This design comes from an exercise in tuning for small area and a short achievable clock period on the open sky130 flow, not from production work.
Where RTL was checked, it was by simulation tests only, not by an equivalence proof against the original.
The RTL of run 1 was laid out without a check of its function.

==> flow/design.v (outline; a module is shown in full before it is edited, if it fits) <==
// module ALU_ACC: 96 lines
// module mul16: 14 lines
// module div16: 681 lines
// module BR: 23 lines
// module IR: 23 lines
// module MAR: 28 lines
// module MBR: 33 lines
// module PC: 27 lines
// module bitcruncher_dp: 75 lines
module bitcruncher_dp(
    input         clk,
    input         rst_n,
    input  [21:0] ctrl,             
    input  [15:0] MBR_in_memory,
    output [7:0]  MAR_out_memory,
    output [15:0] MBR_out_memory,
    output [7:0]  IR_out,
    output [3:0]  ALUflags
    );
  // ...
==> flow/run.sh <==
#!/bin/bash
# synth_recipe.tcl (not shown) runs the flow's synth.tcl, then flattens the netlist and writes it again
# the make line also repeats each setting of config.mk as NAME=value (left out here)
make -C /OpenROAD-flow-scripts/flow DESIGN_CONFIG=/design/flow/config.mk WORK_HOME=/design/flow/orfs CLKGATE_MAP_FILE= SYNTH_SCRIPT=/design/flow/synth_recipe.tcl finish
==> flow/config.mk <==
export PLATFORM = sky130hd
export DESIGN_NAME = bitcruncher_dp
export DESIGN_NICKNAME = bitcruncher_dp
export VERILOG_FILES = /design/flow/design.v
export SDC_FILE = /design/flow/constraint.sdc
export NUM_CORES = 4
export LEC_CHECK = 0
export CAP_MARGIN = 20
export CORE_MARGIN = 2
export CORE_UTILIZATION = 40
export SLEW_MARGIN = 20
==> flow/constraint.sdc <==
create_clock -name core_clock -period 40.0 [get_ports {clk}]
set_input_delay 8.0000 -clock core_clock [delete_from_list [all_inputs] [get_ports {clk}]]
set_output_delay 8.0000 -clock core_clock [all_outputs]
set_load 0.01 [all_outputs]
==> out/summary.txt, run 1 <==
GP Congestion: 1.00
outcome: timing/DRC/antenna clean
Sum Neg Setup Slack: 0 ps
per-cell routed wire length: 24.6 um
Worst Hold End: u_IR.IRr[1]
Die Wd: 241 um
stages on the worst setup path: 86
element type at the critical path start: flip-flop
hold_sp: u_IR.IRr[1]
WP buf/inv: 9
CP max stage cell: clkinv_1
required time worst endpoint: 40230 ps
multi-input logic area: 18500 um^2
Die H: 241 um
post-route cell area: 24500 um^2
Syn Std Cell Area: 22500 um^2
CTS Buf Count: 9
Starting DRT DRC Count: 2331
critical path startpoint: u_BR.BRr[2]
post-route insts no fill: 3561
count leader, synth: ha_1
Critical Path Most Common Cell: nor2_1
Most Crowded Layer GR: met2
initial antenna violation count: 0
layout cells sized above 1: 0.0636
Max Used Layer: met4
Period minus WS final: 23300 ps
fraction of the mapped netlist area in compound gates: 0.233
worst hold slack: 506 ps
Largest stage delay, worst path: 920 ps
final net count: 3347
synthesized flop and latch total: 92
Root Buffer: clkbuf_16
==> module ALU_ACC, before the edit <==
module ALU_ACC(
    input         clk,
    input         rst_n,
    input         C8,     
    input         C9,     
    input         C13,    
    input         C15,    
    input         C16,    
    input         C17,    
    input         C18,    
    input         C19,    
    input         C20,    
    input         C21,    
    input  [15:0] BR_out,
    output [15:0] ALU_out,
    output reg [3:0] ALUflags  
    );
    reg [15:0] ACC;
    assign ALU_out = ACC;
    wire [16:0] sum  = {1'b0, ACC} + {1'b0, BR_out};
    wire [16:0] diff = {1'b0, ACC} - {1'b0, BR_out};
    wire add_of = (ACC[15] == BR_out[15]) && (sum[15] != ACC[15]);
    wire sub_of = (ACC[15] != BR_out[15]) && (diff[15] != ACC[15]);
    wire [15:0] prod;
    wire        mul_of;
    mul16 u_mul(.a(ACC), .b(BR_out), .p(prod), .of(mul_of));
    wire [15:0] quot;
    div16 u_div(.a(ACC), .d(BR_out), .q(quot));
    wire quot_z = diff[16];
    wire [15:0] shr = {1'b0, ACC[15:1]};
    wire [15:0] shl = {ACC[14:0], 1'b0};
    wire [15:0] band = ACC & BR_out;
    wire [15:0] bor  = ACC | BR_out;
    wire [15:0] bnot = ~ACC;
    wire n8  = ~C8;
    wire s9  = n8 & C9;
    wire n9  = n8 & ~C9;
    wire s13 = n9 & C13;
    wire n13 = n9 & ~C13;
    wire s15 = n13 & C15;
    wire n15 = n13 & ~C15;
    wire s16 = n15 & C16;
    wire n16 = n15 & ~C16;
    wire s17 = n16 & C17;
    wire n17 = n16 & ~C17;
    wire s18 = n17 & C18;
    wire n18 = n17 & ~C18;
    wire s19 = n18 & C19;
    wire n19 = n18 & ~C19;
    wire s20 = n19 & C20;
    wire n20 = n19 & ~C20;
    wire s21 = n20 & C21;
    wire hold = n20 & ~C21;
    wire [15:0] acc_n =
          ({16{hold}} & ACC)
        | ({16{s9}}   & sum[15:0])
        | ({16{s13}}  & diff[15:0])
        | ({16{s15}}  & prod)
        | ({16{s16}}  & quot)
        | ({16{s17}}  & shr)
        | ({16{s18}}  & shl)
        | ({16{s19}}  & band)
        | ({16{s20}}  & bor)
        | ({16{s21}}  & bnot);
    wire zf_n = (hold & ALUflags[3]) | C8
        | (s9  & ~|sum[15:0])
        | (s13 & ~|diff[15:0])
        | (s15 & ~|prod)
        | (s16 & quot_z)
        | (s17 & ~|ACC[15:1])
        | (s18 & ~|ACC[14:0])
        | (s19 & ~|band)
        | (s20 & ~|bor)
        | (s21 & &ACC);
    wire cf_n = (hold & ALUflags[2]) | (s9 & sum[16]) | (s13 & diff[16]);
    wire of_n = (hold & ALUflags[1]) | (s9 & add_of) | (s13 & sub_of) | (s15 & mul_of);
    wire sf_n = (hold & ALUflags[0])
        | (s9  & sum[15])
        | (s13 & diff[15])
        | (s15 & prod[15])
        | (s16 & quot[15])
        | (s18 & ACC[14])
        | (s19 & band[15])
        | (s20 & bor[15])
        | (s21 & ~ACC[15]);
    always @(posedge clk or negedge rst_n) begin
        if (!rst_n) begin
            ACC      <= 16'b0;
            ALUflags <= 4'b0;
        end
        else begin
            ACC      <= acc_n;
            ALUflags <= {zf_n, cf_n, of_n, sf_n};
        end
    end
endmodule
==> run 2, diff against run 1 <==
--- a/flow/design.v
+++ b/flow/design.v
@@ -13,31 +13,16 @@
     input         C20,    
     input         C21,    
     input  [15:0] BR_out,
     output [15:0] ALU_out,
     output reg [3:0] ALUflags  
     );
     reg [15:0] ACC;
     assign ALU_out = ACC;
-    wire [16:0] sum  = {1'b0, ACC} + {1'b0, BR_out};
-    wire [16:0] diff = {1'b0, ACC} - {1'b0, BR_out};
-    wire add_of = (ACC[15] == BR_out[15]) && (sum[15] != ACC[15]);
-    wire sub_of = (ACC[15] != BR_out[15]) && (diff[15] != ACC[15]);
-    wire [15:0] prod;
-    wire        mul_of;
-    mul16 u_mul(.a(ACC), .b(BR_out), .p(prod), .of(mul_of));
-    wire [15:0] quot;
-    div16 u_div(.a(ACC), .d(BR_out), .q(quot));
-    wire quot_z = diff[16];
-    wire [15:0] shr = {1'b0, ACC[15:1]};
-    wire [15:0] shl = {ACC[14:0], 1'b0};
-    wire [15:0] band = ACC & BR_out;
-    wire [15:0] bor  = ACC | BR_out;
-    wire [15:0] bnot = ~ACC;
     wire n8  = ~C8;
     wire s9  = n8 & C9;
     wire n9  = n8 & ~C9;
     wire s13 = n9 & C13;
     wire n13 = n9 & ~C13;
     wire s15 = n13 & C15;
     wire n15 = n13 & ~C15;
     wire s16 = n15 & C16;
@@ -47,48 +32,42 @@
     wire s18 = n17 & C18;
     wire n18 = n17 & ~C18;
     wire s19 = n18 & C19;
     wire n19 = n18 & ~C19;
     wire s20 = n19 & C20;
     wire n20 = n19 & ~C20;
     wire s21 = n20 & C21;
     wire hold = n20 & ~C21;
-    wire [15:0] acc_n =
+    wire sas = s9 | s13;
+    wire        sub = ~C9;
+    wire [15:0] bx  = BR_out ^ {16{sub}};
+    wire [16:0] as  = {1'b0, ACC} + {1'b0, bx} + {16'd0, sub};
+    wire as_cf = as[16] ^ sub;                  
+    wire as_of = (ACC[15] == bx[15]) && (as[15] != ACC[15]);
+    wire [15:0] prod;
+    wire        mul_of;
+    mul16 u_mul(.a(ACC), .b(BR_out), .p(prod), .of(mul_of));
+    wire [15:0] quot;
+    div16 u_div(.a(ACC), .d(BR_out), .q(quot));
+    wire quot_z = as_cf;
+    wire [15:0] acc_nd =
           ({16{hold}} & ACC)
-        | ({16{s9}}   & sum[15:0])
-        | ({16{s13}}  & diff[15:0])
+        | ({16{sas}}  & as[15:0])
         | ({16{s15}}  & prod)
-        | ({16{s16}}  & quot)
-        | ({16{s17}}  & shr)
-        | ({16{s18}}  & shl)
-        | ({16{s19}}  & band)
-        | ({16{s20}}  & bor)
-        | ({16{s21}}  & bnot);
-    wire zf_n = (hold & ALUflags[3]) | C8
-        | (s9  & ~|sum[15:0])
-        | (s13 & ~|diff[15:0])
-        | (s15 & ~|prod)
-        | (s16 & quot_z)
-        | (s17 & ~|ACC[15:1])
-        | (s18 & ~|ACC[14:0])
-        | (s19 & ~|band)
-        | (s20 & ~|bor)
-        | (s21 & &ACC);
-    wire cf_n = (hold & ALUflags[2]) | (s9 & sum[16]) | (s13 & diff[16]);
-    wire of_n = (hold & ALUflags[1]) | (s9 & add_of) | (s13 & sub_of) | (s15 & mul_of);
-    wire sf_n = (hold & ALUflags[0])
-        | (s9  & sum[15])
-        | (s13 & diff[15])
-        | (s15 & prod[15])
-        | (s16 & quot[15])
-        | (s18 & ACC[14])
-        | (s19 & band[15])
-        | (s20 & bor[15])
-        | (s21 & ~ACC[15]);
+        | ({16{s17}}  & {1'b0, ACC[15:1]})
+        | ({16{s18}}  & {ACC[14:0], 1'b0})
+        | ({16{s19}}  & (ACC & BR_out))
+        | ({16{s20}}  & (ACC | BR_out))
+        | ({16{s21}}  & ~ACC);
+    wire [15:0] acc_n = acc_nd | ({16{s16}} & quot);
+    wire zf_n = hold ? ALUflags[3] : (s16 ? quot_z : ~|acc_nd);
+    wire cf_n = hold ? ALUflags[2] : (sas & as_cf);
+    wire of_n = hold ? ALUflags[1] : ((sas & as_of) | (s15 & mul_of));
+    wire sf_n = hold ? ALUflags[0] : acc_n[15];
     always @(posedge clk or negedge rst_n) begin
         if (!rst_n) begin
             ACC      <= 16'b0;
             ALUflags <= 4'b0;
         end
         else begin
             ACC      <= acc_n;
             ALUflags <= {zf_n, cf_n, of_n, sf_n};
@@ -131,17 +110,17 @@
   wire [1:0] c0s0k2_df = c0s0k2_x ^ {c0s0k2_t[0], 1'b1};
   wire c0ge0_2 = (~|m2[19:2]) & c0s0k2_co;
   wire [1:0] c0s0k3_g = c0c0 & nm3[1:0];
   wire [1:0] c0s0k3_t = c0c0 | nm3[1:0];
   wire c0s0k3_G0_1 = c0s0k3_g[1] | (c0s0k3_t[1] & c0s0k3_t[0]);
   wire c0s0k3_co = c0s0k3_G0_1;
   wire [1:0] c0s0k3_x = c0c0 ^ nm3[1:0];
   wire [1:0] c0s0k3_df = c0s0k3_x ^ {c0s0k3_t[0], 1'b1};
-  wire c0ge0_3 = (~|m3[19:2]) & c0s0k3_co;
+  wire c0ge0_3 = (d <= 16'd1) & c0s0k3_co;
   wire [1:0] c0r0 = ({2{~c0ge0_1}} & c0c0[1:0]) | ({2{(c0ge0_1 & ~c0ge0_2)}} & c0s0k1_df[1:0]) | ({2{(c0ge0_2 & ~c0ge0_3)}} & c0s0k2_df[1:0]) | ({2{c0ge0_3}} & c0s0k3_df[1:0]);
   assign c0q[14] = (c0ge0_1 & ~c0ge0_2) | c0ge0_3;
   assign c0q[15] = (c0ge0_2 & ~c0ge0_3) | c0ge0_3;
   wire [3:0] c0c1 = {c0r0, a[13:12]};
   wire [3:0] c0s1k1_g = c0c1 & nm1[3:0];
   wire [3:0] c0s1k1_t = c0c1 | nm1[3:0];
   wire c0s1k1_G0_1 = c0s1k1_g[1] | (c0s1k1_t[1] & c0s1k1_t[0]);
   wire c0s1k1_G0_3 = c0s1k1_g[3] | (c0s1k1_t[3] & c0s1k1_g[2]);
@@ -168,17 +147,17 @@
   wire c0s1k3_G0_1 = c0s1k3_g[1] | (c0s1k3_t[1] & c0s1k3_t[0]);
   wire c0s1k3_G0_3 = c0s1k3_g[3] | (c0s1k3_t[3] & c0s1k3_g[2]);
   wire c0s1k3_T0_3 = c0s1k3_t[3] & c0s1k3_t[2];
   wire c0s1k3_G1_2 = c0s1k3_g[2] | (c0s1k3_t[2] & c0s1k3_G0_1);
   wire c0s1k3_G1_3 = c0s1k3_G0_3 | (c0s1k3_T0_3 & c0s1k3_G0_1);
   wire c0s1k3_co = c0s1k3_G1_3;
   wire [3:0] c0s1k3_x = c0c1 ^ nm3[3:0];
   wire [3:0] c0s1k3_df = c0s1k3_x ^ {c0s1k3_G1_2, c0s1k3_G0_1, c0s1k3_t[0], 1'b1};
-  wire c0ge1_3 = (~|m3[19:4]) & c0s1k3_co;
+  wire c0ge1_3 = (d <= 16'd5) & c0s1k3_co;
   wire [3:0] c0r1 = ({4{~c0ge1_1}} & c0c1[3:0]) | ({4{(c0ge1_1 & ~c0ge1_2)}} & c0s1k1_df[3:0]) | ({4{(c0ge1_2 & ~c0ge1_3)}} & c0s1k2_df[3:0]) | ({4{c0ge1_3}} & c0s1k3_df[3:0]);
   assign c0q[12] = (c0ge1_1 & ~c0ge1_2) | c0ge1_3;
   assign c0q[13] = (c0ge1_2 & ~c0ge1_3) | c0ge1_3;
   wire [5:0] c0c2 = {c0r1, a[11:10]};
   wire [5:0] c0s2k1_g = c0c2 & nm1[5:0];
   wire [5:0] c0s2k1_t = c0c2 | nm1[5:0];
   wire c0s2k1_G0_1 = c0s2k1_g[1] | (c0s2k1_t[1] & c0s2k1_t[0]);
   wire c0s2k1_G0_3 = c0s2k1_g[3] | (c0s2k1_t[3] & c0s2k1_g[2]);
@@ -217,17 +196,17 @@
   wire c0s2k3_T0_5 = c0s2k3_t[5] & c0s2k3_t[4];
   wire c0s2k3_G1_2 = c0s2k3_g[2] | (c0s2k3_t[2] & c0s2k3_G0_1);
   wire c0s2k3_G1_3 = c0s2k3_G0_3 | (c0s2k3_T0_3 & c0s2k3_G0_1);
   wire c0s2k3_G2_4 = c0s2k3_g[4] | (c0s2k3_t[4] & c0s2k3_G1_3);
   wire c0s2k3_G2_5 = c0s2k3_G0_5 | (c0s2k3_T0_5 & c0s2k3_G1_3);
   wire c0s2k3_co = c0s2k3_G2_5;
   wire [5:0] c0s2k3_x = c0c2 ^ nm3[5:0];
   wire [5:0] c0s2k3_df = c0s2k3_x ^ {c0s2k3_G2_4, c0s2k3_G1_3, c0s2k3_G1_2, c0s2k3_G0_1, c0s2k3_t[0], 1'b1};
-  wire c0ge2_3 = (~|m3[19:6]) & c0s2k3_co;
+  wire c0ge2_3 = (d <= 16'd21) & c0s2k3_co;
   wire [5:0] c0r2 = ({6{~c0ge2_1}} & c0c2[5:0]) | ({6{(c0ge2_1 & ~c0ge2_2)}} & c0s2k1_df[5:0]) | ({6{(c0ge2_2 & ~c0ge2_3)}} & c0s2k2_df[5:0]) | ({6{c0ge2_3}} & c0s2k3_df[5:0]);
   assign c0q[10] = (c0ge2_1 & ~c0ge2_2) | c0ge2_3;
   assign c0q[11] = (c0ge2_2 & ~c0ge2_3) | c0ge2_3;
   wire [7:0] c0c3 = {c0r2, a[9:8]};
   wire [7:0] c0s3k1_g = c0c3 & nm1[7:0];
   wire [7:0] c0s3k1_t = c0c3 | nm1[7:0];
   wire c0s3k1_G0_1 = c0s3k1_g[1] | (c0s3k1_t[1] & c0s3k1_t[0]);
   wire c0s3k1_G0_3 = c0s3k1_g[3] | (c0s3k1_t[3] & c0s3k1_g[2]);
@@ -290,17 +269,17 @@
   wire c0s3k3_T1_7 = c0s3k3_T0_7 & c0s3k3_T0_5;
   wire c0s3k3_G2_4 = c0s3k3_g[4] | (c0s3k3_t[4] & c0s3k3_G1_3);
   wire c0s3k3_G2_5 = c0s3k3_G0_5 | (c0s3k3_T0_5 & c0s3k3_G1_3);
   wire c0s3k3_G2_6 = c0s3k3_G1_6 | (c0s3k3_T1_6 & c0s3k3_G1_3);
   wire c0s3k3_G2_7 = c0s3k3_G1_7 | (c0s3k3_T1_7 & c0s3k3_G1_3);
   wire c0s3k3_co = c0s3k3_G2_7;
   wire [7:0] c0s3k3_x = c0c3 ^ nm3[7:0];
   wire [7:0] c0s3k3_df = c0s3k3_x ^ {c0s3k3_G2_6, c0s3k3_G2_5, c0s3k3_G2_4, c0s3k3_G1_3, c0s3k3_G1_2, c0s3k3_G0_1, c0s3k3_t[0], 1'b1};
-  wire c0ge3_3 = (~|m3[19:8]) & c0s3k3_co;
+  wire c0ge3_3 = (d <= 16'd85) & c0s3k3_co;
   wire [7:0] c0r3 = ({8{~c0ge3_1}} & c0c3[7:0]) | ({8{(c0ge3_1 & ~c0ge3_2)}} & c0s3k1_df[7:0]) | ({8{(c0ge3_2 & ~c0ge3_3)}} & c0s3k2_df[7:0]) | ({8{c0ge3_3}} & c0s3k3_df[7:0]);
   assign c0q[8] = (c0ge3_1 & ~c0ge3_2) | c0ge3_3;
   assign c0q[9] = (c0ge3_2 & ~c0ge3_3) | c0ge3_3;
   wire [9:0] c0c4 = {c0r3, a[7:6]};
   wire [9:0] c0s4k1_g = c0c4 & nm1[9:0];
   wire [9:0] c0s4k1_t = c0c4 | nm1[9:0];
   wire c0s4k1_G0_1 = c0s4k1_g[1] | (c0s4k1_t[1] & c0s4k1_t[0]);
   wire c0s4k1_G0_3 = c0s4k1_g[3] | (c0s4k1_t[3] & c0s4k1_g[2]);
@@ -375,17 +354,17 @@
   wire c0s4k3_G2_5 = c0s4k3_G0_5 | (c0s4k3_T0_5 & c0s4k3_G1_3);
   wire c0s4k3_G2_6 = c0s4k3_G1_6 | (c0s4k3_T1_6 & c0s4k3_G1_3);
   wire c0s4k3_G2_7 = c0s4k3_G1_7 | (c0s4k3_T1_7 & c0s4k3_G1_3);
   wire c0s4k3_G3_8 = c0s4k3_g[8] | (c0s4k3_t[8] & c0s4k3_G2_7);
   wire c0s4k3_G3_9 = c0s4k3_G0_9 | (c0s4k3_T0_9 & c0s4k3_G2_7);
   wire c0s4k3_co = c0s4k3_G3_9;
   wire [9:0] c0s4k3_x = c0c4 ^ nm3[9:0];
   wire [9:0] c0s4k3_df = c0s4k3_x ^ {c0s4k3_G3_8, c0s4k3_G2_7, c0s4k3_G2_6, c0s4k3_G2_5, c0s4k3_G2_4, c0s4k3_G1_3, c0s4k3_G1_2, c0s4k3_G0_1, c0s4k3_t[0], 1'b1};
-  wire c0ge4_3 = (~|m3[19:10]) & c0s4k3_co;
+  wire c0ge4_3 = (d <= 16'd341) & c0s4k3_co;
   wire [9:0] c0r4 = ({10{~c0ge4_1}} & c0c4[9:0]) | ({10{(c0ge4_1 & ~c0ge4_2)}} & c0s4k1_df[9:0]) | ({10{(c0ge4_2 & ~c0ge4_3)}} & c0s4k2_df[9:0]) | ({10{c0ge4_3}} & c0s4k3_df[9:0]);
   assign c0q[6] = (c0ge4_1 & ~c0ge4_2) | c0ge4_3;
   assign c0q[7] = (c0ge4_2 & ~c0ge4_3) | c0ge4_3;
   wire [11:0] c0c5 = {c0r4, a[5:4]};
   wire [11:0] c0s5k1_g = c0c5 & nm1[11:0];
   wire [11:0] c0s5k1_t = c0c5 | nm1[11:0];
   wire c0s5k1_G0_1 = c0s5k1_g[1] | (c0s5k1_t[1] & c0s5k1_t[0]);
   wire c0s5k1_G0_3 = c0s5k1_g[3] | (c0s5k1_t[3] & c0s5k1_g[2]);
@@ -484,17 +463,17 @@
   wire c0s5k3_G2_7 = c0s5k3_G1_7 | (c0s5k3_T1_7 & c0s5k3_G1_3);
   wire c0s5k3_G3_8 = c0s5k3_g[8] | (c0s5k3_t[8] & c0s5k3_G2_7);
   wire c0s5k3_G3_9 = c0s5k3_G0_9 | (c0s5k3_T0_9 & c0s5k3_G2_7);
   wire c0s5k3_G3_10 = c0s5k3_G1_10 | (c0s5k3_T1_10 & c0s5k3_G2_7);
   wire c0s5k3_G3_11 = c0s5k3_G1_11 | (c0s5k3_T1_11 & c0s5k3_G2_7);
   wire c0s5k3_co = c0s5k3_G3_11;
   wire [11:0] c0s5k3_x = c0c5 ^ nm3[11:0];
   wire [11:0] c0s5k3_df = c0s5k3_x ^ {c0s5k3_G3_10, c0s5k3_G3_9, c0s5k3_G3_8, c0s5k3_G2_7, c0s5k3_G2_6, c0s5k3_G2_5, c0s5k3_G2_4, c0s5k3_G1_3, c0s5k3_G1_2, c0s5k3_G0_1, c0s5k3_t[0], 1'b1};
-  wire c0ge5_3 = (~|m3[19:12]) & c0s5k3_co;
+  wire c0ge5_3 = (d <= 16'd1365) & c0s5k3_co;
   wire [11:0] c0r5 = ({12{~c0ge5_1}} & c0c5[11:0]) | ({12{(c0ge5_1 & ~c0ge5_2)}} & c0s5k1_df[11:0]) | ({12{(c0ge5_2 & ~c0ge5_3)}} & c0s5k2_df[11:0]) | ({12{c0ge5_3}} & c0s5k3_df[11:0]);
   assign c0q[4] = (c0ge5_1 & ~c0ge5_2) | c0ge5_3;
   assign c0q[5] = (c0ge5_2 & ~c0ge5_3) | c0ge5_3;
   wire [13:0] c0c6 = {c0r5, a[3:2]};
   wire [13:0] c0s6k1_g = c0c6 & nm1[13:0];
   wire [13:0] c0s6k1_t = c0c6 | nm1[13:0];
   wire c0s6k1_G0_1 = c0s6k1_g[1] | (c0s6k1_t[1] & c0s6k1_t[0]);
   wire c0s6k1_G0_3 = c0s6k1_g[3] | (c0s6k1_t[3] & c0s6k1_g[2]);
@@ -617,17 +596,17 @@
   wire c0s6k3_G3_9 = c0s6k3_G0_9 | (c0s6k3_T0_9 & c0s6k3_G2_7);
   wire c0s6k3_G3_10 = c0s6k3_G1_10 | (c0s6k3_T1_10 & c0s6k3_G2_7);
   wire c0s6k3_G3_11 = c0s6k3_G1_11 | (c0s6k3_T1_11 & c0s6k3_G2_7);
   wire c0s6k3_G3_12 = c0s6k3_G2_12 | (c0s6k3_T2_12 & c0s6k3_G2_7);
   wire c0s6k3_G3_13 = c0s6k3_G2_13 | (c0s6k3_T2_13 & c0s6k3_G2_7);
   wire c0s6k3_co = c0s6k3_G3_13;
   wire [13:0] c0s6k3_x = c0c6 ^ nm3[13:0];
   wire [13:0] c0s6k3_df = c0s6k3_x ^ {c0s6k3_G3_12, c0s6k3_G3_11, c0s6k3_G3_10, c0s6k3_G3_9, c0s6k3_G3_8, c0s6k3_G2_7, c0s6k3_G2_6, c0s6k3_G2_5, c0s6k3_G2_4, c0s6k3_G1_3, c0s6k3_G1_2, c0s6k3_G0_1, c0s6k3_t[0], 1'b1};
-  wire c0ge6_3 = (~|m3[19:14]) & c0s6k3_co;
+  wire c0ge6_3 = (d <= 16'd5461) & c0s6k3_co;
   wire [13:0] c0r6 = ({14{~c0ge6_1}} & c0c6[13:0]) | ({14{(c0ge6_1 & ~c0ge6_2)}} & c0s6k1_df[13:0]) | ({14{(c0ge6_2 & ~c0ge6_3)}} & c0s6k2_df[13:0]) | ({14{c0ge6_3}} & c0s6k3_df[13:0]);
   assign c0q[2] = (c0ge6_1 & ~c0ge6_2) | c0ge6_3;
   assign c0q[3] = (c0ge6_2 & ~c0ge6_3) | c0ge6_3;
   wire [15:0] c0c7 = {c0r6, a[1:0]};
   wire [15:0] c0s7k1_g = c0c7 & nm1[15:0];
   wire [15:0] c0s7k1_t = c0c7 | nm1[15:0];
   wire c0s7k1_G0_1 = c0s7k1_g[1] | (c0s7k1_t[1] & c0s7k1_t[0]);
   wire c0s7k1_G0_3 = c0s7k1_g[3] | (c0s7k1_t[3] & c0s7k1_g[2]);
@@ -780,17 +759,17 @@
   wire c0s7k3_G3_9 = c0s7k3_G0_9 | (c0s7k3_T0_9 & c0s7k3_G2_7);
   wire c0s7k3_G3_10 = c0s7k3_G1_10 | (c0s7k3_T1_10 & c0s7k3_G2_7);
   wire c0s7k3_G3_11 = c0s7k3_G1_11 | (c0s7k3_T1_11 & c0s7k3_G2_7);
   wire c0s7k3_G3_12 = c0s7k3_G2_12 | (c0s7k3_T2_12 & c0s7k3_G2_7);
   wire c0s7k3_G3_13 = c0s7k3_G2_13 | (c0s7k3_T2_13 & c0s7k3_G2_7);
   wire c0s7k3_G3_14 = c0s7k3_G2_14 | (c0s7k3_T2_14 & c0s7k3_G2_7);
   wire c0s7k3_G3_15 = c0s7k3_G2_15 | (c0s7k3_T2_15 & c0s7k3_G2_7);
   wire c0s7k3_co = c0s7k3_G3_15;
-  wire c0ge7_3 = (~|m3[19:16]) & c0s7k3_co;
+  wire c0ge7_3 = (d <= 16'd21845) & c0s7k3_co;
   assign c0q[0] = (c0ge7_1 & ~c0ge7_2) | c0ge7_3;
   assign c0q[1] = (c0ge7_2 & ~c0ge7_3) | c0ge7_3;
   assign q = c0q;
 endmodule
 `timescale 1ns / 1ps
     module BR(
     input clk,
     input rst_n,
==> flow/flow/run.sh (new file) <==
#!/bin/bash
# The standard layout, with the standard synthesis, but with timing repair
# aiming for 18 ns of setup slack instead of 0 (the clock period and the
# constraints are the design's own). Each step's output goes to its own log.
set -euo pipefail
bash standard.sh synth > synth.log 2>&1
bash standard.sh SETUP_SLACK_MARGIN=18 finish > layout.log 2>&1
==> flow/standard.sh (new file) <==
#!/bin/bash
# synth_recipe.tcl (not shown) runs the flow's synth.tcl, then flattens the netlist and writes it again
# the make line also repeats each setting of config.mk as NAME=value (left out here)
make -C /OpenROAD-flow-scripts/flow DESIGN_CONFIG=/design/flow/config.mk WORK_HOME=/design/flow/orfs CLKGATE_MAP_FILE= SYNTH_SCRIPT=/design/flow/synth_recipe.tcl "${@:-finish}"
removed: flow/run.sh
==> run 2 against run 1 <==
Count of clock-buffer cells in the layout decreased by 2; area after synthesis shrank 3.2%; worst hold slack gained 8.8 ps; die area down 3.1%; critical endpoint unchanged; largest cell class unchanged.
==> out/summary.txt, run 2 <==
outcome: timing/DRC/antenna clean
worst hold slack: 515 ps (+8.79 ps)
layout cells sized above 1: 0.0651 (+0.00148)
final slew viol count: 0
critical path startpoint: u_BR.BRr[10]
post-synthesis mux area share: 0.0185
dpl cells: 3428
HPWL Detailed: 60500 um
commonest non-fill, non-tap cell in the layout: ha_1
CTS Buf Count: 9 (unchanged)
Starting DRT DRC Count: 2022 (-13%)
cell count after synthesis: 2696
RSZ-0062 raised after global routing: false
Largest stage delay, worst path: 690 ps (-230 ps)
Yosys cell types: 120
vias per cell: 6.10
Critical Path Fanout Max: 21
synth-to-layout area growth: 9.31%
DIE AREA: 56400 um^2
largest family of logic cells by synthesized area: adder cells
DRT Pass-1 Iters: 6
Clk Latency, worst-skew pair: 370 ps
Filler cells: 5413
depth of the worst register-to-register path: 76
count of final setup violators: 0
Syn Nets: 3218
std cell rows: 85
count leader, synth: ha_1
Post-synth EDFFs: 16
commonest cells after routing, fill and taps aside: ha_1 (357), inv_1 (314), nand2_1 (236)
Boundary Pins: 76
top_reg_cell synth: dfrtp_1
area leader, netlist: ha_1
DR vias: 21000
Root Buffer: clkbuf_16
clk_skew: 16.1 ps
core area: 53800 um^2
fmax: 48.2 MHz
Sum Neg Setup Slack: 0 ps (unchanged)
GRT Total Usage: 0.286
CP Capture Type: flip-flop
GRT overflow: 0
yosys warns: 6
post-synthesis xor/xnor area fraction: 0.0807
clock-pin slew on the worst setup and hold paths: 90 ps
cts hold-fix bufs: 0
Setup CP Type: reg -> reg
initial core utilization: 0.405
Die Wd: 237 um (-1.6%)
Slew Limit Headroom: 0.256
TritonCTS Sinks: 92
CTS resizes: 0
Seq/Total Area, Yosys: 0.109
post-route cell area: 23800 um^2 (-2.6%)
syn avg cell area: 8.09 um^2
end of the worst register-to-register path: u_ALU_ACC.ACC[0]
final hold vios: 0
Critical Path Sink: u_ALU_ACC.ACC[0]
per-cell routed wire length: 23.5 um (-4.5%)
post-route insts no fill: 3447 (-3.2%)
TritonCTS clock tree: yes
Period minus WS final: 20760 ps (-2540 ps)
# Max-Cap Violations: 0
Synth top cells by count: ha_1 (357), inv_1 (314), nand2_1 (236), nor2_1 (219), a21oi_1 (164)
post-route ant nets: 0
CP max stage cell: a221oi_1
count of buffers from port buffering: 72
Post-DP Area: 23500 um^2
Syn Std Cell Area: 21800 um^2 (-3.2%)
period utilization: 0.519
Post-Synth Adder-Cell Area: 0.322
first-pass GRT wire length: 124000 um
# DRC: 0
WP data arrival: 20980 ps
main area contributors after synthesis: ha_1 (20%), fa_1 (11%), dfrtp_1 (8.7%)
largest net degree at the start of global routing: 78
fraction of the mapped netlist area in compound gates: 0.220 (-0.0125)
Post-Synth Simple-Gate Area: 0.173
required time worst endpoint: 40230 ps (about the same)
synthesized flop and latch total: 92 (unchanged)
reg2reg start: u_BR.BRr[10]
htree depth: 3
asr flop ratio synth: 0.826
total setup buffers inserted after CTS: 0
GP Congestion: 0.963 (-3.8%)
area share of the largest cell type after synthesis: 0.205
Die H: 237 um (-1.6%)
initial antenna violation count: 1 (+1)
vias in the first global route: 20800
final net count: 3266 (-2.4%)
Hold Path Class: reg -> reg
Slew @ Worst Pin: 1110 ps
Bufs on Longest Clock Path: 2
element type at the critical path start: flip-flop
total wire length: 80900 um
Reg2Reg Setup Slack: 19240 ps
run 2: changes by cell type in the layout (fill, tap and decap cells not counted), moves of 8 or more:
cell | previous run | this run
inv_2 | 11 | 0
a31oi_1 | 20 | 12
xor2_1 | 86 | 63
xnor2_1 | 127 | 138
nand2b_1 | 8 | 20
nand2_1 | 217 | 236
a21o_1 | 23 | 31
nor2_1 | 268 | 219
o21ai_0 | 123 | 133
ha_1 | 375 | 357
inv_1 | 283 | 314
or3_1 | 29 | 18
a222oi_1 | 16 | 6
run 2: worst min path at each step:
stage	startpoint	to	slack, ps	cells past startpoint
after global placement	u_IR.IRr[1]	u_IR.IRr[1]	490	1
final	u_IR.IRr[7]	u_IR.IRr[7]	510	1
after CTS	u_IR.IRr[3]	u_IR.IRr[3]	510	1
after detailed placement	u_IR.IRr[3]	u_IR.IRr[3]	500	1
after global routing	u_IR.IRr[3]	u_IR.IRr[3]	540	1
after floorplan	u_MBR.MBRr[6]	u_MBR.MBR_out_memory[6]	470	0
run 2: logic make-up (layout without fill, tap and decap cells):
kind of cell             after synthesis  count (layout)
AO/OA/AOI/OAI                        673             673
XOR/XNOR                             201             201
adder cells (fa/ha/maj)              488             488
multiplexers                          38              38
buffers and inverters                425             478
other                                  0               2
AND/OR/NAND/NOR                      779             779
flip-flops                            92              92
run 2: routing by layer:
metal,vias up,GRT usage,wire [um]
li1,9519,-,-
met1,10400,0.388,34400
met2,977,0.468,37000
met3,170,0.0334,6630
met4,0,0.0997,2910
met5,-,0,0
run 2: area by class of cell:
class                           count  area (um^2)  share of cell area
Multi-Input combinational cell   2179        17800               0.748
Tap cell                          696          871              0.0365
Inverter                          324         1220              0.0512
Timing Repair Buffer              138         1210              0.0509
Sequential cell                    92         2380               0.100
Clock buffer                        9          225             0.00945
Clock inverter                      7         80.1             0.00336
Antenna cell                        2         5.00            0.000210
run 2: per-stage QoR:
step / utilization / setup slack, ps
after global routing: 0.443 / 18070
final: 0.443 / 19240
after detailed placement: 0.436 / 18760
after floorplan: - / 22770
after CTS: 0.442 / 18680
after global placement: 0.436 / 18880
run 2: worst max-delay path, delay by kind of cell, from the launching register on:
family	cells	cell delay, ps
compound gates	31	8090
fa+ha+maj	7	1980
buf+inv	9	2320
flops	1	330
simple gates	29	7860
==> run 3, diff against run 2 <==
==> flow/flow/run.sh (replaced) <==
#!/bin/bash
# The standard layout, with the standard synthesis, but with timing repair
# aiming for 24 ns of setup slack instead of 0 (the clock period and the
# constraints are the design's own). Each step's output goes to its own log.
set -euo pipefail
bash standard.sh synth > synth.log 2>&1
bash standard.sh SETUP_SLACK_MARGIN=24 finish > layout.log 2>&1
==> run 3 against run 2 <==
Flip-flop and latch count stayed put; still clean on timing, DRC and antenna; via count is 6.2% higher; sequential share of layout area decreased by 1.3 points; area after synthesis did not move; worst setup slack gained 4800 ps; global-route usage grew 1.2 points; critical path depth up 1; highest routed layer unchanged.
==> out/summary.txt, run 3 <==
Root Buffer: clkbuf_16
multi-input logic area: 19500 um^2 (+9.3%)
required time worst endpoint: 40290 ps (+60 ps)
area leader, netlist: ha_1
clock-pin slew on the worst setup and hold paths: 80 ps (about the same)
asr flop ratio synth: 0.826 (unchanged)
Hold Path Class: reg -> reg
GRT overflow: 0 (unchanged)
WP data arrival: 16210 ps (-4770 ps)
element type at the critical path start: flip-flop
Util after Layout: 0.510 (+0.0667)
CTS Buf Count: 9 (unchanged)
TritonCTS Sinks: 92 (unchanged)
final slew viol count: 0 (unchanged)
cts hold-fix bufs: 0 (unchanged)
Seq/Total Area, Yosys: 0.109 (unchanged)
first-pass GRT wire length: 130000 um (+4.2%)
# Max-Cap Violations: 0 (unchanged)
DIE AREA: 56400 um^2 (unchanged)
# DRC: 0 (unchanged)
Clk Latency, worst-skew pair: 380 ps (about the same)
Boundary Pins: 76 (unchanged)
Die Wd: 237 um (unchanged)
final net count: 3477 (+6.5%)
count of buffers from port buffering: 72 (unchanged)
Largest stage delay, worst path: 550 ps (-140 ps)
outcome: timing/DRC/antenna clean
Starting DRT DRC Count: 2201 (+8.9%)
HPWL Detailed: 60800 um (+0.53%)
commonest non-fill, non-tap cell in the layout: ha_1
count leader, synth: ha_1
Slew @ Worst Pin: 1060 ps (-55.7 ps)
Reg area: 2400 um^2 (+0.58%)
met1 Use GR: 0.388 (-0.000846)
std cell rows: 85 (unchanged)
largest net degree at the start of global routing: 78 (unchanged)
Die H: 237 um (unchanged)
per-cell routed wire length: 23.9 um (+1.8%)
Period minus WS final: 15920 ps (-4840 ps)
DR vias: 22300 (+6.2%)
synthesized flop and latch total: 92 (unchanged)
yosys warns: 6 (unchanged)
Most Crowded Layer GR: met2
Inserted Diodes: 0 (-2)
Critical Path Fanout Max: 7 (-67%)
GRT Total Usage: 0.298 (+0.0121)
syn avg cell area: 8.09 um^2 (unchanged)
dpl cells: 3424 (-0.12%)
commonest cells after routing, fill and taps aside: ha_1 (322), inv_1 (282), buf_4 (246)
Sum Neg Setup Slack: 0 ps (unchanged)
htree depth: 3 (unchanged)
Syn Nets: 3218 (unchanged)
Setup CP Type: reg -> reg
DRT Pass-1 Iters: 9 (+3)
vias in the first global route: 21700 (+4.3%)
met2 usage: 0.488 (+0.0195)
initial core utilization: 0.405 (unchanged)
final hold vios: 0 (unchanged)
clk_skew: 16.6 ps (+0.533 ps)
Synth top cells by count: ha_1 (357), inv_1 (314), nand2_1 (236), nor2_1 (219), a21oi_1 (164)
CP max stage cell: or4_4
GP Congestion: 0.963 (about the same)
post-route insts no fill: 3656 (+6.1%)
synth-to-layout area growth: 25.8%
period utilization: 0.398 (-0.121)
top_reg_cell synth: dfrtp_1
post-route ant nets: 0 (unchanged)
area share of the largest cell type after synthesis: 0.205 (unchanged)
GR Layer Usage met3: 0.0460 (+0.0125)
Yosys cell types: 120 (unchanged)
count of final setup violators: 0 (unchanged)
initial antenna violation count: 1 (unchanged)
TritonCTS clock tree: yes
Bufs on Longest Clock Path: 2 (unchanged)
layout cells sized above 1: 0.222 (+0.157)
total wire length: 87400 um (+7.9%)
core area: 53800 um^2 (unchanged)
main area contributors after synthesis: ha_1 (20%), fa_1 (11%), dfrtp_1 (8.7%)
Post-synth EDFFs: 16 (unchanged)
Filler cells: 5024 (-7.2%)
RSZ-0062 raised after global routing: true
cell count after synthesis: 2696 (unchanged)
CP Capture Type: flip-flop
Slew Limit Headroom: 0.293 (+0.0373)
Syn Std Cell Area: 21800 um^2 (unchanged)
vias per cell: 6.11 (about the same)
fmax: 62.8 MHz (+30%)
==> run 3: critical path, delay by kind of cell (launching register included) <==
kind                     cells  cell delay (ps)
AND/OR/NAND/NOR             30             6450
AO/OA/AOI/OAI               30             6160
adder cells (fa/ha/maj)      8             1750
buffers and inverters        9              950
flip-flops                   1              520
==> run 3: cell type report <==
cell class / count / area share
Tap cell: 696 / 0.0318
Clock buffer: 9 / 0.00821
Multi-Input combinational cell: 2181 / 0.711
Timing Repair Buffer: 347 / 0.111
Clock inverter: 7 / 0.00315
Inverter: 324 / 0.0469
Sequential cell: 92 / 0.0874
==> run 3: path summary, 6_finish.rpt <==
kind                              start          endpoint  slack [ps]  depth (start not counted)
setup / recovery           u_BR.BRr[12]  u_ALU_ACC.ACC[0]       24080                         77
hold / removal              u_IR.IRr[0]       u_IR.IRr[0]         510                          1
setup reg to reg           u_BR.BRr[12]  u_ALU_ACC.ACC[0]       24080                         77
hold reg to reg             u_IR.IRr[0]       u_IR.IRr[0]         510                          1
max in group asynchronous         rst_n      u_BR.BRr[12]       31730                          1
min in group asynchronous         rst_n       u_IR.IRr[0]        7680                          1
==> run 3: repair_timing <==
action / in CTS / in global routing
hold endpoints to repair: 0 / 0
setup endpoints to repair: 4 / 2
pin swaps: 71 / 117
resized for setup: 265 / 175
setup buffers: 107 / 104
gates cloned: 1 / 4
==> run 3: kinds of logic (layout without fill, tap and decap cells) <==
group / count (synthesis) / after routing / synth area share
AOI/OAI and AO/OA: 673 / 675 / 0.220
xor gates and xnor gates: 201 / 201 / 0.0807
adders and majority gates: 488 / 488 / 0.322
buffers and inverters: 425 / 687 / 0.0753
DFF: 92 / 92 / 0.109
muxes: 38 / 38 / 0.0185
and+or+nand+nor: 779 / 779 / 0.173
==> run 3: metrics by stage <==
step           worst slack, ps  hold slack, ps  area, um^2
4_1_cts                  24000             517       25800
3_3_place_gp             19490             494       23500
6_report                 24080             514       27400
5_1_grt                  23440             547       27400
3_5_place_dp             19110             498       23500
2_1_floorplan            24070             467       21900
==> run 3: per-layer routing <==
metal  part of all wire  vias up  wire length [um]
li1                   -     9940                 -
met5                  0        -                 0
met3              0.092      297              8030
met4              0.057        0              5010
met2               0.45     1190             39600
met1               0.40    10900             34700
==> run 4, diff against run 3 <==
==> flow/flow/run.sh (replaced) <==
#!/bin/bash
# The standard layout, with the standard synthesis, but with timing repair
# aiming for 21 ns of setup slack instead of 0 (the clock period and the
# constraints are the design's own). Each step's output goes to its own log.
set -euo pipefail
bash standard.sh synth > synth.log 2>&1
bash standard.sh SETUP_SLACK_MARGIN=21 finish > layout.log 2>&1
==> run 4 against run 3 <==
Clock skew decreased by 1.5 ps; critical path depth increased by 3; register-to-register slack got worse by 2200 ps; worst setup slack got worse by 2200 ps; worst hold slack improved by 0.98 ps; die area unchanged; cell count decreased by 4.8%; critical path type unchanged; critical endpoint unchanged.
==> out/summary.txt, run 4 <==
outcome: timing/DRC/antenna clean
Sum Neg Setup Slack: 0 ps (unchanged)
Syn Nets: 3218 (unchanged)
reg2reg start: u_BR.BRr[11]
fmax: 55.2 MHz (-12%)
hold_sp: u_IR.IRr[7]
Seq/Total Area, Yosys: 0.109 (unchanged)
area leader, netlist: ha_1
RSZ-0062 raised after global routing: false
Period minus WS final: 18120 ps (+2200 ps)
DRT Pass-1 Iters: 5 (-4)
Slew Limit Headroom: 0.272 (-0.0214)
final slew viol count: 0 (unchanged)
Boundary Pins: 76 (unchanged)
CTS Buf Count: 9 (unchanged)
count of buffers from port buffering: 72 (unchanged)
end of the worst register-to-register path: u_ALU_ACC.ACC[0]
Reg2Reg Setup Slack: 21880 ps (-2200 ps)
synth-to-layout area growth: 12.1%
HPWL Detailed: 60500 um (-0.52%)
TritonCTS clock tree: yes
layout cells sized above 1: 0.0959 (-0.126)
final hold vios: 0 (unchanged)
Setup CP Type: reg -> reg
clock-pin slew on the worst setup and hold paths: 80 ps (about the same)
synthesized flop and latch total: 92 (unchanged)
DIE AREA: 56400 um^2 (unchanged)
yosys warns: 6 (unchanged)
Die Wd: 237 um (unchanged)
Root Buffer: clkbuf_16
total wire length: 81800 um (-6.3%)
DR vias: 21100 (-5.5%)
GRT Total Usage: 0.286 (-0.0112)
area share of the largest cell type after synthesis: 0.205 (unchanged)
initial core utilization: 0.405 (unchanged)
commonest non-fill, non-tap cell in the layout: ha_1
largest net degree at the start of global routing: 78 (unchanged)
required time worst endpoint: 40290 ps (about the same)
Die H: 237 um (unchanged)
Post-synth EDFFs: 16 (unchanged)
std cell rows: 85 (unchanged)
Bufs on Longest Clock Path: 2 (unchanged)
vias per cell: 6.07 (-0.69%)
htree depth: 3 (unchanged)
TritonCTS Sinks: 92 (unchanged)
commonest cells after routing, fill and taps aside: ha_1 (355), inv_1 (311), nand2_1 (234)
Slew @ Worst Pin: 1090 ps (+32.0 ps)
Starting DRT DRC Count: 2043 (-7.2%)
count leader, synth: ha_1
CP Capture Type: flip-flop
main area contributors after synthesis: ha_1 (20%), fa_1 (11%), dfrtp_1 (8.7%)
top_reg_cell synth: dfrtp_1
depth of the worst register-to-register path: 80 (+3.9%)
vias in the first global route: 20900 (-3.7%)
asr flop ratio synth: 0.826 (unchanged)
# Max-Cap Violations: 0 (unchanged)
initial antenna violation count: 1 (unchanged)
per-cell routed wire length: 23.5 um (-1.6%)
final net count: 3301 (-5.1%)
GRT overflow: 0 (unchanged)
Worst Hold End: u_IR.IRr[7]
Hold Path Class: reg -> reg
core area: 53800 um^2 (unchanged)
# DRC: 0 (unchanged)
Largest stage delay, worst path: 580 ps (+30 ps)
WP data arrival: 18410 ps (+2200 ps)
Syn Std Cell Area: 21800 um^2 (unchanged)
Inserted Diodes: 0 (unchanged)
Clk Latency, worst-skew pair: 370 ps (about the same)
period utilization: 0.453 (+0.0550)
CP max stage cell: or4_1
Filler cells: 5372 (+6.9%)
cts hold-fix bufs: 0 (unchanged)
clk_skew: 15.1 ps (-1.54 ps)
count of final setup violators: 0 (unchanged)
first-pass GRT wire length: 125000 um (-3.7%)
post-route ant nets: 0 (unchanged)
Hold Crit Depth: 1 (unchanged)
syn avg cell area: 8.09 um^2 (unchanged)
Synth top cells by count: ha_1 (357), inv_1 (314), nand2_1 (236), nor2_1 (219), a21oi_1 (164)
GP Congestion: 0.963 (about the same)
Yosys cell types: 120 (unchanged)
element type at the critical path start: flip-flop
Critical Path Fanout Max: 14 (+7)
cell count after synthesis: 2696 (unchanged)
[run 4: cell counts after synthesis]
No cell type changed its count.
[run 4: stage by stage]
stage                     cells  utilization  hold WS [ps]  cell area (um^2)  setup slack [ps]
after floorplan            2696            -           467             21800             22770
final                      3480        0.454           515             24400             21880
after global routing       3480        0.454           535             24400             20940
after CTS                  3453        0.446           514             24000             21040
after detailed placement   3428        0.436           497             23500             18760
after global placement     3428        0.436           492             23500             18880
[run 4: layer usage]
layer	part of all wire	global-route usage	vias up
met3	0.082	0.0339	213
met4	0.042	0.103	0
met2	0.45	0.469	1018
met1	0.42	0.389	10300
li1	-	-	9575
met5	0	0	-
[run 4: worst max path at each step]
stage	from	end	slack, ps	cells past startpoint
6_report	u_BR.BRr[11]	u_ALU_ACC.ACC[0]	21880	80
5_1_grt	u_BR.BRr[11]	u_ALU_ACC.ACC[0]	20940	88
4_1_cts	u_BR.BRr[6]	u_ALU_ACC.ACC[0]	21040	76
3_5_place_dp	u_BR.BRr[10]	u_ALU_ACC.ACC[0]	18760	74
3_3_place_gp	u_BR.BRr[10]	u_ALU_ACC.ACC[0]	18880	74
2_1_floorplan	u_BR.BRr[1]	u_ALU_ACC.ACC[0]	22770	78
[run 4: timing repair]
item                       4_1_cts  5_1_grt
setup buffers                    9       26
pin swaps                        3        5
setup endpoints to repair        2        2
resized for setup               28       55
[run 4: logic make-up (layout without fill, tap and decap cells)]
kind of cell / Yosys count / count (layout) / share of synthesized area
AOI/OAI and AO/OA: 673 / 673 / 0.220
xor gates and xnor gates: 201 / 201 / 0.0807
adders and majority gates: 488 / 488 / 0.322
buffers and inverters: 425 / 513 / 0.0753
DFF: 92 / 92 / 0.109
muxes: 38 / 38 / 0.0185
and+or+nand+nor: 779 / 779 / 0.173
[run 4: worst max-delay path: cells and delay by family, from the launching register on]
| family | cells | cell delay [ps] |
|---|---|---|
| compound gates | 32 | 6810 |
| simple gates | 28 | 6670 |
| fa+ha+maj | 8 | 2070 |
| buf+inv | 11 | 1830 |
| flops | 1 | 380 |
| xor+xnor | 1 | 200 |
[run 4: area by class of cell]
cell class	instances	area, um^2	area share
well taps	696	871	0.0356
clock buffers	9	225	0.00921
clock inverters	7	80.1	0.00328
multi-input cells	2179	18100	0.742
repair buffers	173	1520	0.0620
flip-flops and latches	92	2390	0.0977
inverters	324	1230	0.0503
==> run 5, diff against run 4 <==
==> flow/flow/run.sh (replaced) <==
#!/bin/bash
# The standard layout, with the standard synthesis, but with timing repair
# aiming for 27 ns of setup slack instead of 0 (the clock period and the
# constraints are the design's own). Each step's output goes to its own log.
set -euo pipefail
bash standard.sh synth > synth.log 2>&1
bash standard.sh SETUP_SLACK_MARGIN=27 finish > layout.log 2>&1
==> run 5 against run 4 <==
Global-route usage is 2.5 points higher; count of clock-buffer cells in the layout did not move; still clean; cell count increased by 7.0%.
==> out/summary.txt, run 5 <==
outcome: timing/DRC/antenna clean
Clk Latency, worst-skew pair: 380 ps (about the same)
CTS Buf Count: 9 (unchanged)
DR WL met3: 8220 um (+22%)
Hold Path Class: reg -> reg
Critical Path Fanout Max: 7 (-7)
TritonCTS Sinks: 92 (unchanged)
clock-pin slew on the worst setup and hold paths: 90 ps (about the same)
Period minus WS final: 15820 ps (-2300 ps)
post-route ant nets: 0 (unchanged)
total wire length: 90700 um (+11%)
count leader, synth: ha_1
count of final setup violators: 0 (unchanged)
Largest stage delay, worst path: 520 ps (-60 ps)
synth-to-layout area growth: 32.2%
DRT Pass-1 Iters: 6 (+1)
Boundary Pins: 76 (unchanged)
commonest non-fill, non-tap cell in the layout: ha_1
dpl cells: 3414 (-0.41%)
Seq/Total Area, Yosys: 0.109 (unchanged)
period utilization: 0.395 (-0.0575)
GRT Total Usage: 0.311 (+0.0247)
final slew viol count: 0 (unchanged)
element type at the critical path start: flip-flop
Die Wd: 237 um (unchanged)
Sum Neg Setup Slack: 0 ps (unchanged)
Post-synth EDFFs: 16 (unchanged)
required time worst endpoint: 40170 ps (-120 ps)
DR vias: 23000 (+8.8%)
TritonCTS clock tree: yes
Root Buffer: clkbuf_16
yosys warns: 6 (unchanged)
metal2 WL: 41600 um (+13%)
vias in the first global route: 23000 (+10%)
Critical Path Most Common Cell: buf_6
GRT overflow: 0 (unchanged)
main area contributors after synthesis: ha_1 (20%), fa_1 (11%), dfrtp_1 (8.7%)
first-pass GRT wire length: 135000 um (+8.3%)
CP Capture Type: flip-flop
clk_skew: 20.8 ps (+5.67 ps)
GP Congestion: 0.952 (-1.1%)
Die H: 237 um (unchanged)
Setup CP Type: reg -> reg
vias per cell: 6.17 (+1.6%)
# Max-Cap Violations: 0 (unchanged)
largest net degree at the start of global routing: 78 (unchanged)
top_reg_cell synth: dfrtp_1
RSZ-0062 raised after global routing: true
area leader, netlist: ha_1
final hold vios: 0 (unchanged)
commonest cells after routing, fill and taps aside: ha_1 (305), buf_4 (289), inv_1 (263)
count of buffers from port buffering: 72 (unchanged)
fmax: 63.2 MHz (+15%)
post-route insts no fill: 3725 (+7.0%)
synthesized flop and latch total: 92 (unchanged)
DIE AREA: 56400 um^2 (unchanged)
HPWL Detailed: 61000 um (+0.78%)
core area: 53800 um^2 (unchanged)
# DRC: 0 (unchanged)
Slew Limit Headroom: 0.257 (-0.0147)
syn avg cell area: 8.09 um^2 (unchanged)
Syn Nets: 3218 (unchanged)
Syn Std Cell Area: 21800 um^2 (unchanged)
final net count: 3545 (+7.4%)
std cell rows: 85 (unchanged)
htree depth: 3 (unchanged)
cell count after synthesis: 2696 (unchanged)
initial antenna violation count: 1 (unchanged)
Yosys cell types: 120 (unchanged)
CP max stage cell: or4_4
asr flop ratio synth: 0.826 (unchanged)
layout cells sized above 1: 0.267 (+0.171)
Starting DRT DRC Count: 2372 (+16%)
Synth top cells by count: ha_1 (357), inv_1 (314), nand2_1 (236), nor2_1 (219), a21oi_1 (164)
met1 wire length: 35600 um (+2.5%)
per-cell routed wire length: 24.4 um (+3.5%)
WP data arrival: 15990 ps (-2420 ps)
Bufs on Longest Clock Path: 2 (unchanged)
area share of the largest cell type after synthesis: 0.205 (unchanged)
initial core utilization: 0.405 (unchanged)
Max Used Layer: met4
Slew @ Worst Pin: 1110 ps (+18.1 ps)
==> run 5: layout make-up <==
class,count,area [um^2]
fillers,4843,25000
multi-input cells,2180,20100
repair buffers,416,3780
flip-flops and latches,92,2400
inverters,324,1350
well taps,696,871
clock buffers,9,225
clock inverters,7,91.3
diodes,1,2.50
==> run 5: path summary, 6_finish.rpt <==
check,from,end,slack [ps],cells past startpoint
hold reg to reg,u_IR.IRr[6],u_IR.IRr[6],510,1
setup reg to reg,u_BR.BRr[7],u_ALU_ACC.ACC[1],24180,95
min in group asynchronous,rst_n,u_IR.IRr[6],7670,1
hold / removal,u_IR.IRr[6],u_IR.IRr[6],510,1
max in group asynchronous,rst_n,u_BR.BRr[3],31700,1
setup / recovery,u_BR.BRr[7],u_ALU_ACC.ACC[1],24180,95
==> run 5: layer usage <==
layer	GRT usage	vias to the layer above
li1	-	10100
met1	0.397	11200
met2	0.518	1314
met3	0.0438	342
met4	0.150	0
met5	0	-
==> run 5: what timing repair did <==
item / CTS / global route
cloned: 4 / 1
endpoints found under the setup margin: 6 / 4
buffers inserted: 210 / 79
resized for setup: 374 / 138
hold buffers: 0 / 0
pin swaps: 149 / 98
==> run 5: cells by family after synthesis <==
family | Yosys count | synth area share
compound gates | 673 | 0.220
simple gates | 779 | 0.173
mux | 38 | 0.0185
buf+inv | 425 | 0.0753
fa+ha+maj | 488 | 0.322
xor+xnor | 201 | 0.0807
flops | 92 | 0.109
==> run 5: metrics by stage <==
stage / worst slack, ps / utilization / hold WS (ps) / cell area (um^2)
floorplan: 25290 / - / 467 / 22200
global placement: 20690 / 0.440 / 493 / 23700
detailed placement: 20530 / 0.440 / 495 / 23700
CTS: 24570 / 0.511 / 514 / 27500
global route: 23580 / 0.536 / 536 / 28800
finish: 24180 / 0.536 / 510 / 28800
==> run 5: worst max-delay path, delay by kind of cell (launching register included) <==
| family | cells | cell delay (ps) |
|---|---|---|
| compound gates | 33 | 5870 |
| simple gates | 31 | 4820 |
| buf+inv | 22 | 2800 |
| fa+ha+maj | 9 | 1650 |
| flops | 1 | 460 |
==> run 6, diff against run 5 <==
==> flow/run.sh (new file) <==
#!/bin/bash
# synth_recipe.tcl (not shown) runs the flow's synth.tcl, then flattens the netlist and writes it again
# the make line also repeats each setting of config.mk as NAME=value (left out here)
make -C /OpenROAD-flow-scripts/flow DESIGN_CONFIG=/design/flow/config.mk WORK_HOME=/design/flow/orfs CLKGATE_MAP_FILE= SYNTH_SCRIPT=/design/flow/synth_recipe.tcl finish
removed: flow/flow/run.sh
removed: flow/standard.sh
==> run 6 against run 5 <==
Count of clock-buffer cells in the layout unchanged; utilization down 9.4 points; highest routed layer unchanged; non-clock buffer count down 278; worst setup slack worse by 6000 ps; critical path depth down 21; still clean; largest cell class unchanged; global-route usage down 2.6 points; register-to-register slack worse by 6000 ps; fmax down 27%; area after synthesis unchanged; worst hold slack better by 4.8 ps.
==> out/summary.txt, run 6 <==
TritonCTS clock tree: yes
CTS resizes: 0 (-100%)
Syn Nets: 3218 (unchanged)
Root Buffer: clkbuf_16
Synth top cells by count: ha_1 (357), inv_1 (314), nand2_1 (236), nor2_1 (219), a21oi_1 (164)
area leader, netlist: ha_1
critical path's top delay family: compound AO/OA/AOI/OAI gates
Yosys cell types: 120 (unchanged)
total setup buffers inserted after CTS: 0 (-100%)
Setup CP Type: reg -> reg
# Max-Cap Violations: 0 (unchanged)
Largest stage delay, worst path: 880 ps (+360 ps)
final slew viol count: 0 (unchanged)
DR vias: 21000 (-8.8%)
first-pass GRT wire length: 124000 um (-8.0%)
CP Capture Type: flip-flop
reg2reg start: u_BR.BRr[10]
largest net degree at the start of global routing: 78 (unchanged)
yosys warns: 6 (unchanged)
count leader, synth: ha_1
WP buf/inv: 10 (-55%)
Critical Path Fanout Max: 21 (+14)
clock-pin slew on the worst setup and hold paths: 90 ps (about the same)
Hold Path Class: reg -> reg
layout cells sized above 1: 0.0633 (-0.203)
Inserted Diodes: 0 (-1)
Critical Path Most Common Cell: inv_1
initial antenna violation count: 1 (unchanged)
commonest non-fill, non-tap cell in the layout: ha_1
element type at the critical path start: flip-flop
final net count: 3266 (-7.9%)
period utilization: 0.545 (+0.149)
total wire length: 81000 um (-11%)
# DRC: 0 (unchanged)
outcome: timing/DRC/antenna clean
Seq/Total Area, Yosys: 0.109 (unchanged)
area share of the largest cell type after synthesis: 0.205 (unchanged)
vias per cell: 6.08 (-1.3%)
htree depth: 3 (unchanged)
fmax: 45.9 MHz (-27%)
final hold vios: 0 (unchanged)
critical path startpoint: u_BR.BRr[10]
main area contributors after synthesis: ha_1 (20%), fa_1 (11%), dfrtp_1 (8.7%)
CP max stage cell: clkinv_1
count of buffers from port buffering: 72 (unchanged)
Slew @ Worst Pin: 1100 ps (-8.79 ps)
DIE AREA: 56400 um^2 (unchanged)
hold_sp: u_IR.IRr[7]
syn avg cell area: 8.09 um^2 (unchanged)
top_reg_cell synth: dfrtp_1
core area: 53800 um^2 (unchanged)
DRT Pass-1 Iters: 6 (unchanged)
GRT overflow: 0 (unchanged)
HPWL Detailed: 60500 um (-0.78%)
Post-DP Area: 23500 um^2 (-0.97%)
synth-to-layout area growth: 9.11%
cts hold-fix bufs: 0 (unchanged)
per-cell routed wire length: 23.5 um (-3.5%)
initial core utilization: 0.405 (unchanged)
clk_skew: 19.0 ps (-1.78 ps)
std cell rows: 85 (unchanged)
Sum Neg Setup Slack: 0 ps (unchanged)
required time worst endpoint: 40290 ps (+120 ps)
commonest cells after routing, fill and taps aside: ha_1 (357), inv_1 (314), nand2_1 (236)
WP data arrival: 22070 ps (+6080 ps)
cell count after synthesis: 2696 (unchanged)
Syn Std Cell Area: 21800 um^2 (unchanged)
Starting DRT DRC Count: 2196 (-7.4%)
count of final setup violators: 0 (unchanged)
vias in the first global route: 20800 (-9.6%)
TritonCTS Sinks: 92 (unchanged)
GP Congestion: 0.963 (+1.1%)
asr flop ratio synth: 0.826 (unchanged)
CTS Buf Count: 9 (unchanged)
Slew Limit Headroom: 0.265 (+0.00845)
synthesized flop and latch total: 92 (unchanged)
Die Wd: 237 um (unchanged)
Period minus WS final: 21780 ps (+5960 ps)
post-route ant nets: 0 (unchanged)
Post-synth EDFFs: 16 (unchanged)
Clk Latency, worst-skew pair: 370 ps (about the same)
Bufs on Longest Clock Path: 2 (unchanged)
RSZ-0062 raised after global routing: false
Die H: 237 um (unchanged)
GRT Total Usage: 0.286 (-0.0256)
post-route cell area: 23800 um^2 (-17%)
Boundary Pins: 76 (unchanged)
[run 6: cell counts after synthesis]
No cell type changed its count.
[run 6: metal layers]
metal  wire [um]  global-route usage
met2       36800               0.468
met5           0                   0
met4        3160              0.0997
met3        6390              0.0334
met1       34700               0.388
[run 6: area by class of cell]
type	count	area [um^2]
sequential	92	2380
inverter	324	1220
timing repair buffer	138	1210
multi-input combinational	2179	17800
clock inverter	7	80.1
clock buffer	9	225
tap	696	871
fill	5414	30000
[run 6: metrics by stage]
| stage | hold WS [ps] | util | setup slack [ps] | cells |
|---|---|---|---|---|
| 2_1_floorplan | 467 | - | 22770 | 2696 |
| 3_3_place_gp | 492 | 0.436 | 18880 | 3428 |
| 3_5_place_dp | 497 | 0.436 | 18760 | 3428 |
| 4_1_cts | 514 | 0.442 | 18680 | 3444 |
| 5_1_grt | 535 | 0.442 | 17010 | 3445 |
| 6_report | 515 | 0.442 | 18220 | 3445 |
[run 6: worst register-to-register path, delay by kind of cell (launching register included)]
kind | cells | cell delay, ps
and+or+nand+nor | 26 | 7400
adders and majority gates | 7 | 2210
buffers and inverters | 10 | 2760
AOI/OAI and AO/OA | 31 | 9020
DFF | 1 | 330
[run 6: final timing paths]
| path | endpoint | slack, ps | cells past startpoint |
|---|---|---|---|
| worst min register to register | u_IR.IRr[7] | 510 | 1 |
| worst max-delay path | u_ALU_ACC.ACC[0] | 18220 | 74 |
| worst max register to register | u_ALU_ACC.ACC[0] | 18220 | 74 |
| worst min-delay path | u_IR.IRr[7] | 510 | 1 |
| min in group asynchronous | u_PC.PCr[0] | 7700 | 1 |
| max in group asynchronous | u_ALU_ACC.ALUflags[1] | 31790 | 1 |
[run 6: kinds of logic (layout without fill, tap and decap cells)]
family	Yosys count	count (layout)	share of synthesized area
buf+inv	425	478	0.0753
xor+xnor	201	201	0.0807
flops	92	92	0.109
fa+ha+maj	488	488	0.322
compound gates	673	673	0.220
simple gates	779	779	0.173
mux	38	38	0.0185

-- re-timing with driven ports --
Ports are ideal in the flow. The routed layouts listed here were re-timed in OpenROAD.
Step 1 assumes that a clkbuf_16 drives the clock port and a buf_2 every other input.
Step 2 times the ports against the registers' clock, not the clock port: input delays grow and output delays shrink by t, the midpoint of the rising clock arrivals with the driver on.
a / b / c = no drivers / after step 1 / after step 2; a / b = the first two.
run | t (ns) | setup WS [ns] | worst register clock-pin slew, ns
run 1 | 0.394 | 16.697 / 16.697 / 16.697 | 0.08 / 0.08
run 2 | 0.412 | 19.240 / 19.240 / 19.240 | 0.09 / 0.09
run 3 | 0.422 | 24.080 / 24.080 / 24.080 | 0.10 / 0.10
run 4 | 0.415 | 21.882 / 21.882 / 21.882 | 0.09 / 0.09
run 5 | 0.416 | 24.181 / 24.181 / 24.181 | 0.10 / 0.10
run 6 | 0.414 | 18.219 / 18.219 / 18.219 | 0.09 / 0.09
After both steps setup and hold are still met in every run listed.
